Context: an optimization exercise on an open-source flow, tuned for small area, a short achievable clock period and few clock cycles. The choices shown serve that exercise and are no tape-out recipe. Only simulation tests tie the RTL to the original design; equivalence was not proved.

== exp/juniper ==
// SHA1_hash
module SHA1_hash (
	clk,
	nreset,
	start_hash,
	message_addr,
	message_size,
	hash,
	done,
	port_A_data_out,
	port_A_addr
	);
input		clk;
input		nreset;
input		start_hash;
input	[31:0]	message_addr;
input	[31:0]	message_size;
output	[159:0]	hash;
output		done;
input	[31:0]	port_A_data_out;
output	[15:0]	port_A_addr;
localparam [31:0] IV0 = 32'h67452301;
localparam [31:0] IV1 = 32'hEFCDAB89;
localparam [31:0] IV2 = 32'h98BADCFE;
localparam [31:0] IV3 = 32'h10325476;
localparam [31:0] IV4 = 32'hC3D2E1F0;
reg		done;
reg		busy;
reg	[6:0]	tc;		 
reg		init;		 
reg		first;		 
reg		last;		 
reg		pad_done;	 
reg	[13:0]	dw;		 
reg	[13:0]	waddr;		 
reg	[31:0]	a, bq, cq, q, r;
reg	[31:0]	h0, h1, h2, h3, h4;
reg	[31:0]	w [0:15];
reg		rd_r, cap_r, lenw_r;
reg		dwz_r;		 
reg		f_ch_r, f_maj_r;
reg	[1:0]	k_r;
reg	[4:0]	st_r;		 
reg		rot_r;		 
reg		xrot_r, xun_r;	 
reg	[4:0]	hiv_r;		 
reg		injb_r, inja_r;
reg	[2:0]	ivb_r;		 
reg	[1:0]	iva_r;		 
function [31:0] add32;
	input [31:0] x, y;
	reg [31:0] g, p, p0;
	integer l, j;
	begin
		g = x & y;
		p = x ^ y;
		p0 = p;
		for (l = 1; l < 32; l = l * 2)
			for (j = 0; j < 32; j = j + 1)
				if (j & l) begin
					g[j] = g[j] | (p[j] & g[(j & ~(2*l-1)) + l - 1]);
					p[j] = p[j] & p[(j & ~(2*l-1)) + l - 1];
				end
		add32 = p0 ^ {g[30:0], 1'b0};
	end
endfunction
assign port_A_addr = {waddr, 2'b00};
assign hash = {h0, h1, h2, h3, h4};
wire	[6:0]	tcn = start_hash ? 7'd78 : (tc == 7'd81) ? 7'd0 : tc + 7'd1;
wire		initn = start_hash ? 1'b1 : (tc == 7'd81) ? 1'b0 : init;
wire		firstn = start_hash ? 1'b1 : (tc == 7'd81 && !init) ? 1'b0 : first;
always @(posedge clk) begin
	tc      <= tcn;
	init    <= initn;
	first   <= firstn;
	rd_r    <= (tcn >= 7'd78) || (tcn <= 7'd11);
  ...
clock: 8.0 ns
lec_check: 0
cap_margin: 50
core_margin: 2
core_utilization: 40
cts_buf_list: sky130_fd_sc_hd__clkbuf_8
cts_cluster_diameter: 50
cts_cluster_size: 14
place_density: 0.8
setup_slack_margin: 5
slew_margin: 50
standard.sh (not shown) runs the stock make flow with config.mk's settings and CLKGATE_MAP_FILE= SYNTH_SCRIPT=/design/flow/synth_recipe.tcl, a recipe that flattens the netlist after the stock synthesis.
==> flow/flow/run.sh <==
#!/bin/bash
# Layout flow: the standard ORFS layout (standard.sh), unchanged except
# that the ports are buffered with sky130_fd_sc_hd__buf_1 cells (the repair
# steps may still resize them) instead of the buffer the flow picks itself.
# Each step's full output goes to a log file in the work folder.
set -euo pipefail
export BUFFER_PORTS_ARGS="-buffer_cell sky130_fd_sc_hd__buf_1"
bash standard.sh synth > synth.log 2>&1
bash standard.sh finish > layout.log 2>&1
test -f out/final.def
exp/juniper completed every stage of the flow, and the final layout passed the timing, design-rule and antenna checks.
Testbench counts of exp/juniper, summed over its fixed seeds: cycles 51,526.
> inputs changed (exp/juniper -> exp/delta)
Settings: CTS_CLUSTER_DIAMETER: 50 -> 60; CTS_CLUSTER_SIZE: 14 -> 16; PLACE_DENSITY: 0.8 -> 0.75.
==> comparison <==
- Compared exp/delta against exp/juniper; required time of the worst setup path within noise.
- Compared with exp/juniper, exp/delta shows fraction of cell area in non-clock buffers lower by 0.21 points.
- Going from exp/juniper to exp/delta, amount of wire on met3 after detailed routing shrank by more than 10%.
- Clock network contribution to total cell area: exp/delta < exp/juniper
- From exp/juniper to exp/delta the numbers moved as follows: total detailed-routing wirelength saw a decrease, final net count lower.
- Compared with exp/juniper, exp/delta shows count of non-filler cells in the finished layout lower by 36.
- Via count went down by a few percent going from exp/juniper to exp/delta.
Changes in exp/ember relative to exp/delta:
Settings: changing CTS_CLUSTER_DIAMETER from 60 to 50; changing CTS_CLUSTER_SIZE from 16 to 14.
==> flow/run.sh (new file) <==
#!/bin/bash
# synth_recipe.tcl (not shown) runs the flow's synth.tcl, then flattens the netlist and writes it again
# the make line also repeats each setting of config.mk as NAME=value (left out here)
make -C /OpenROAD-flow-scripts/flow DESIGN_CONFIG=/design/flow/config.mk WORK_HOME=/design/flow/orfs CLKGATE_MAP_FILE= SYNTH_SCRIPT=/design/flow/synth_recipe.tcl finish
removed: flow/flow/run.sh
removed: flow/standard.sh
Results
- After detailed routing, exp/delta needs less wire than exp/ember.
- exp/delta has lower clock buffer and inverter area fraction after layout than exp/ember.
- Diff exp/delta -> exp/ember: number of DRC markers after the initial detailed-route iteration climbed 17%; total length of routed met3 wires climbed 310 um; buffer count excluding the clock tree in the final layout climbed 28%.
Edits applied to the flow inputs when going from exp/ember to exp/zinc:
Settings: changing CTS_CLUSTER_DIAMETER from 50 to 60; changing CTS_CLUSTER_SIZE from 14 to 16.
Notes after the runs:
Between exp/ember and exp/zinc, overall fraction of global-route tracks in use is higher for exp/ember, exp/zinc comes in under that. Against exp/ember, exp/zinc comes in 0.83 points lower on final clock period utilization by the worst path. | smallest hold slack | exp/zinc vs exp/ember | better |. Looking at shortest clock period the worst path allows after layout across exp/ember and exp/zinc, the one that comes out lower is exp/zinc.
Relative to exp/zinc, the following input files were edited for exp/tundra:
Settings: CTS_CLUSTER_SIZE: 16 -> 12; CTS_CLUSTER_DIAMETER: 60 -> 45.
==> flow/flow/run.sh (new file) <==
#!/bin/bash
# Layout flow: the standard ORFS layout (standard.sh), unchanged except
# that the ports are buffered with sky130_fd_sc_hd__buf_1 cells (the repair
# steps may still resize them) instead of the buffer the flow picks itself.
# Each step's full output goes to a log file in the work folder.
set -euo pipefail
export BUFFER_PORTS_ARGS="-buffer_cell sky130_fd_sc_hd__buf_1"
bash standard.sh synth > synth.log 2>&1
bash standard.sh finish > layout.log 2>&1
test -f out/final.def
==> flow/standard.sh (new file) <==
#!/bin/bash
# synth_recipe.tcl (not shown) runs the flow's synth.tcl, then flattens the netlist and writes it again
# the make line also repeats each setting of config.mk as NAME=value (left out here)
make -C /OpenROAD-flow-scripts/flow DESIGN_CONFIG=/design/flow/config.mk WORK_HOME=/design/flow/orfs CLKGATE_MAP_FILE= SYNTH_SCRIPT=/design/flow/synth_recipe.tcl "${@:-finish}"
removed: flow/run.sh
- exp/tundra reached the final stage; the timing, design-rule and antenna checks on its layout passed.
- On worst setup slack: exp/tundra sits below exp/zinc.
- Taking exp/zinc as the reference, in exp/tundra final area went down 1200 um^2, area taken by flip-flops and latches ~0 delta.
- NOTE: maximum number of pins on one net before global-route repair in exp/tundra falls short of that of exp/zinc
- Setup fix buffers added after clock tree synthesis: lower on exp/tundra
- Cell count: exp/tundra vs exp/zinc down 61
- exp/tundra vs exp/zinc: wire length of the first global-routing pass down by a few percent
- Detailed-route wire length on metal 1 in exp/tundra vs exp/zinc: down about 2%

-- afterwards: timing with drivers on the ports --
Ports are ideal in the flow. The routed layouts listed here were re-timed in OpenROAD. Step 1 sets driving cells, clkbuf_16 on the clock port and buf_2 on the other inputs (assumed; they add their load-dependent delay and slew). Step 2 adds t to the input delays and takes it off the output delays; t is the mean of the earliest and latest rising clock arrival at the registers after step 1. Input paths then give back, and output paths get back, about the clock's delay inside the block. Three values: no drivers, after step 1, after step 2; two values: the first two.
run	shift t [ns]	setup slack, ns	worst data-port slew with drivers (ns)	pins driven straight from the clock port
exp/juniper	0.760	4.442 / 4.442 / 4.386	0.08	1
exp/delta	0.736	4.432 / 4.432 / 4.399	0.09	1
exp/ember	0.752	4.420 / 4.420 / 4.420	0.08	1
exp/zinc	0.725	4.486 / 4.486 / 4.486	0.07	1
exp/tundra	0.748	4.370 / 4.370 / 4.370	0.09	1
After both steps every run listed still meets setup and hold. For exp/juniper, which loses most, drivers alone change the setup slack by 0.000 ns; drivers and shift together by -0.056 ns.
